What follows belongs to an exercise in optimizing a design on an open flow for small area; a production flow would make more cautious choices.
Only simulation tests tie the RTL to the original design; equivalence was not proved.
Power is estimated from default activity; no workload was simulated.

== v6 ==
==> module ber_counter, before the edit <==
module ber_counter
#(
    parameter NB_BITS_REG = 1024,
    parameter NB_COUNT    = 9   ,
    parameter NB_ADDR_REG = 10  ,
    parameter NB_ERRORS   = 64  ,
    parameter NB_FINE     = 4                           
)
(
    output                       o_led     ,
    output     [NB_ERRORS   - 1 : 0] o_errors  ,
    output     [NB_ADDR_REG - 1 : 0] o_min_addr,
    output     [NB_COUNT    - 1 : 0] o_min_sum ,
    input                        i_data_sign,             
    input                        i_prbs_bit ,             
    input  [1 : 0]               i_cnt      ,             
    input                        i_ev       ,             
    input                        i_shift    ,             
    input                        i_hold     ,             
    input                        i_stop     ,             
    input                        i_wend     ,             
    input  [NB_ADDR_REG - 1 : 0] i_addr     ,             
    input                        i_rst      ,             
    input                        clk
);
    localparam N_FINE = 1 << NB_FINE;
    localparam N_TAP  = NB_BITS_REG >> NB_FINE;
    localparam NB_TAP = NB_ADDR_REG - NB_FINE;
    reg  [NB_BITS_REG - 1 : 0] hist    ;
    reg  [N_FINE      - 2 : 0] fine_s  ;                  
    reg  [N_FINE      - 2 : 0] fine_m  ;                  
    reg  [NB_COUNT    - 1 : 0] sum_reg ;
    reg  [NB_COUNT    - 1 : 0] min_sum ;
    reg  [NB_ADDR_REG - 1 : 0] min_addr;
    reg  [NB_ERRORS   - 1 : 0] errors  ;
    wire [N_TAP - 1 : 0] taps;
    genvar g;
    generate
        for (g = 0; g < N_TAP; g = g + 1) begin : g_tap
            assign taps[g] = hist[g << NB_FINE];
        end
    endgenerate
    wire [NB_TAP - 1 : 0] tap_sel = i_cnt[0] ? i_addr  [NB_ADDR_REG - 1 -: NB_TAP]
                                             : min_addr[NB_ADDR_REG - 1 -: NB_TAP];
    wire                  tap_s   = taps[tap_sel];
    reg                   tap_m;
    always @(posedge clk)
        tap_m <= tap_s;
    wire [N_FINE - 1 : 0] line_s = {fine_s, tap_s};
    wire [N_FINE - 1 : 0] line_m = {fine_m, tap_m};
    wire                  bit_s  = line_s[i_addr  [NB_FINE - 1 : 0]];
    wire                  bit_m  = (&min_addr) ? fine_s[N_FINE - 2]
                                               : line_m[min_addr[NB_FINE - 1 : 0]];
    wire search = i_ev & ~i_stop;
    wire upd    = search & i_wend & ((i_addr == {NB_ADDR_REG{1'b0}}) | (sum_reg < min_sum));
    reg prbs_bit_d;
    always @(posedge clk)
        prbs_bit_d <= i_prbs_bit;
    always @(posedge clk)
        hist <= ({NB_BITS_REG{i_shift}} & {hist[NB_BITS_REG - 2 : 0], prbs_bit_d}) |
                ({NB_BITS_REG{i_hold }} &  hist);
    always @(posedge clk) begin
        if (i_ev) begin
            fine_s <= {fine_s[N_FINE - 3 : 0], tap_s};
            fine_m <= {fine_m[N_FINE - 3 : 0], tap_m};
        end
    end
    always @(posedge clk) begin
        if (i_rst) begin
            sum_reg  <= {NB_COUNT{1'b0}};
            min_sum  <= {NB_COUNT{1'b0}};
            min_addr <= {NB_ADDR_REG{1'b0}};
        end
        else begin
            if (search) begin
                if (i_wend)
                    sum_reg <= {NB_COUNT{1'b0}};
                else
                    sum_reg <= sum_reg + (bit_s ^ i_data_sign);
            end
            if (upd) begin
                min_sum  <= sum_reg;
                min_addr <= i_addr;
            end
        end
    end
    localparam NB_GRP = 8;
    localparam N_GRP  = NB_ERRORS / NB_GRP;
    reg  [N_GRP - 1 : 1] err_low1;
    wire [N_GRP - 1 : 0] grp_en = {err_low1, 1'b1};
    wire                 err_inc = i_ev & i_stop & (bit_m ^ i_data_sign);
    wire [NB_ERRORS : 0] err_carry;
    genvar e, f;
    generate
        for (e = 0; e < N_GRP; e = e + 1) begin : g_grp
            assign err_carry[NB_GRP * e] = err_inc & grp_en[e];
            for (f = NB_GRP * e; f < NB_GRP * e + NB_GRP; f = f + 1) begin : g_bit
                if (f < NB_GRP * e + NB_GRP - 1)
                    assign err_carry[f + 1] = err_carry[f] & errors[f];
                always @(posedge clk)
                    errors[f] <= ~i_rst & (errors[f] ^ err_carry[f]);
            end
            if (e > 0) begin : g_low
                always @(posedge clk)
                    err_low1[e] <= &errors[NB_GRP * e - 1 : 0];
            end
        end
    endgenerate
    assign o_led      = (min_sum == {NB_COUNT{1'b0}});
    assign o_errors   = errors  ;
    assign o_min_addr = min_addr;
    assign o_min_sum  = min_sum ;
endmodule
==> flow/config.mk <==
export PLATFORM = sky130hd
export DESIGN_NAME = top
export DESIGN_NICKNAME = top
export VERILOG_FILES = /design/flow/design.v
export SDC_FILE = /design/flow/constraint.sdc
export NUM_CORES = 4
export LEC_CHECK = 0
export CAP_MARGIN = 20
export CORE_MARGIN = 2
export CORE_UTILIZATION = 75
export CTS_BUF_LIST = sky130_fd_sc_hd__clkbuf_16
export CTS_CLUSTER_DIAMETER = 60
export CTS_CLUSTER_SIZE = 30
export PLACE_DENSITY = 0.85
export SLEW_MARGIN = 20
==> flow/constraint.sdc <==
create_clock -name core_clock -period 9.0 [get_ports {clk}]
set_input_delay 1.8000 -clock core_clock [delete_from_list [all_inputs] [get_ports {clk}]]
set_output_delay 1.8000 -clock core_clock [all_outputs]
set_load 0.01 [all_outputs]
standard.sh (not shown) runs the stock make flow with config.mk's settings and CLKGATE_MAP_FILE= SYNTH_SCRIPT=/design/flow/synth_recipe.tcl, a recipe that flattens the netlist after the stock synthesis.
==> flow/flow/run.sh <==
#!/bin/bash
# The standard layout (standard synthesis unchanged), with two changes:
# - the port buffers are the smallest buffer cell (buf_1) instead of the one
#   buffer_ports picks by default;
# - CTS inserts no dummy loads.
# make's output goes to flow_make.log; each ORFS step writes its own log
# under orfs/logs/.
set -o pipefail
bash standard.sh \
  "BUFFER_PORTS_ARGS=-buffer_cell sky130_fd_sc_hd__buf_1" \
  "CTS_ARGS=-sink_clustering_enable -repair_clock_nets -sink_clustering_size 30 -sink_clustering_max_diameter 60 -buf_list sky130_fd_sc_hd__clkbuf_16 -dont_use_dummy_load" \
  finish > flow_make.log 2>&1
v6: done, clean on timing, DRC and antenna
## Diff of input files: v7 against v6
-- flow/design.v --
<<< v6, line 369
        end
    end
    localparam NB_GRP = 8;
    localparam N_GRP  = NB_ERRORS / NB_GRP;
    reg  [N_GRP - 1 : 1] err_low1;
    wire [N_GRP - 1 : 0] grp_en = {err_low1, 1'b1};
    wire                 err_inc = i_ev & i_stop & (bit_m ^ i_data_sign);
    wire [NB_ERRORS : 0] err_carry;
    genvar e, f;
    generate
        for (e = 0; e < N_GRP; e = e + 1) begin : g_grp
            assign err_carry[NB_GRP * e] = err_inc & grp_en[e];
            for (f = NB_GRP * e; f < NB_GRP * e + NB_GRP; f = f + 1) begin : g_bit
                if (f < NB_GRP * e + NB_GRP - 1)
                    assign err_carry[f + 1] = err_carry[f] & errors[f];
                always @(posedge clk)
                    errors[f] <= ~i_rst & (errors[f] ^ err_carry[f]);
            end
            if (e > 0) begin : g_low
                always @(posedge clk)
                    err_low1[e] <= &errors[NB_GRP * e - 1 : 0];
            end
        end
    endgenerate
>>> v7, line 369
        end
    end
    wire [NB_ERRORS : 0] err_carry;
    assign err_carry[0] = i_ev & i_stop & (bit_m ^ i_data_sign);
    genvar e;
    generate
        for (e = 0; e < NB_ERRORS; e = e + 1) begin : g_err
            assign err_carry[e + 1] = err_carry[e] & errors[e];
            always @(posedge clk)
                errors[e] <= ~i_rst & (errors[e] ^ err_carry[e]);
        end
    endgenerate
### Flow results
v6: PASS, flow complete, no timing, DRC or antenna violations. [flow] v7 | stages: complete | final checks: fail | reason: setup timing. Density: v7 denser than v6. In the reports, the flip-flop count of v7 falls short of that of v6. Higher clock tree buffer count of the final layout was reported by v6, not v7. v7 vs v6: synthesized cell count down. Summary of v7 over v6: overall power consumption went down by 1.9%; vias after detailed routing was more or less identical; accumulated negative setup slack went down by 124.13 ns; post-synthesis instance area went down by 1.1%; routed wire length went up by about 3%. v7: total global routing track utilization is 1.0 points higher than what v6 reported.

[afterwards: timing with drivers on the ports]
How much do the figures lean on ideal ports? The routed layouts below were timed once more, with nothing changed but the port constraints.
Step 1 sets driving cells, clkbuf_16 on the clock port and buf_2 on the other inputs (assumed; they add their load-dependent delay and slew).
Step 2 adds t to the input delays and takes it off the output delays; t is the mean of the earliest and latest rising clock arrival at the registers after step 1. Input paths then give back, and output paths get back, about the clock's delay inside the block.
Three values: ideal, step 1, step 2; two values: the first two.
| run | t (ns) | slack for setup (ns) | hold slack, ns | slew at the worst register clock pin (ns) | worst data-port slew with drivers (ns) |
|---|---|---|---|---|---|
| v6 | 0.782 | 1.554 / 1.481 / 2.263 | 0.428 / 0.428 / 0.428 | 0.11 / 0.11 | 0.15 |
| v7 | 0.779 | -4.267 / -4.267 / -4.267 | 0.416 / 0.416 / 0.416 | 0.11 / 0.11 | 0.04 |
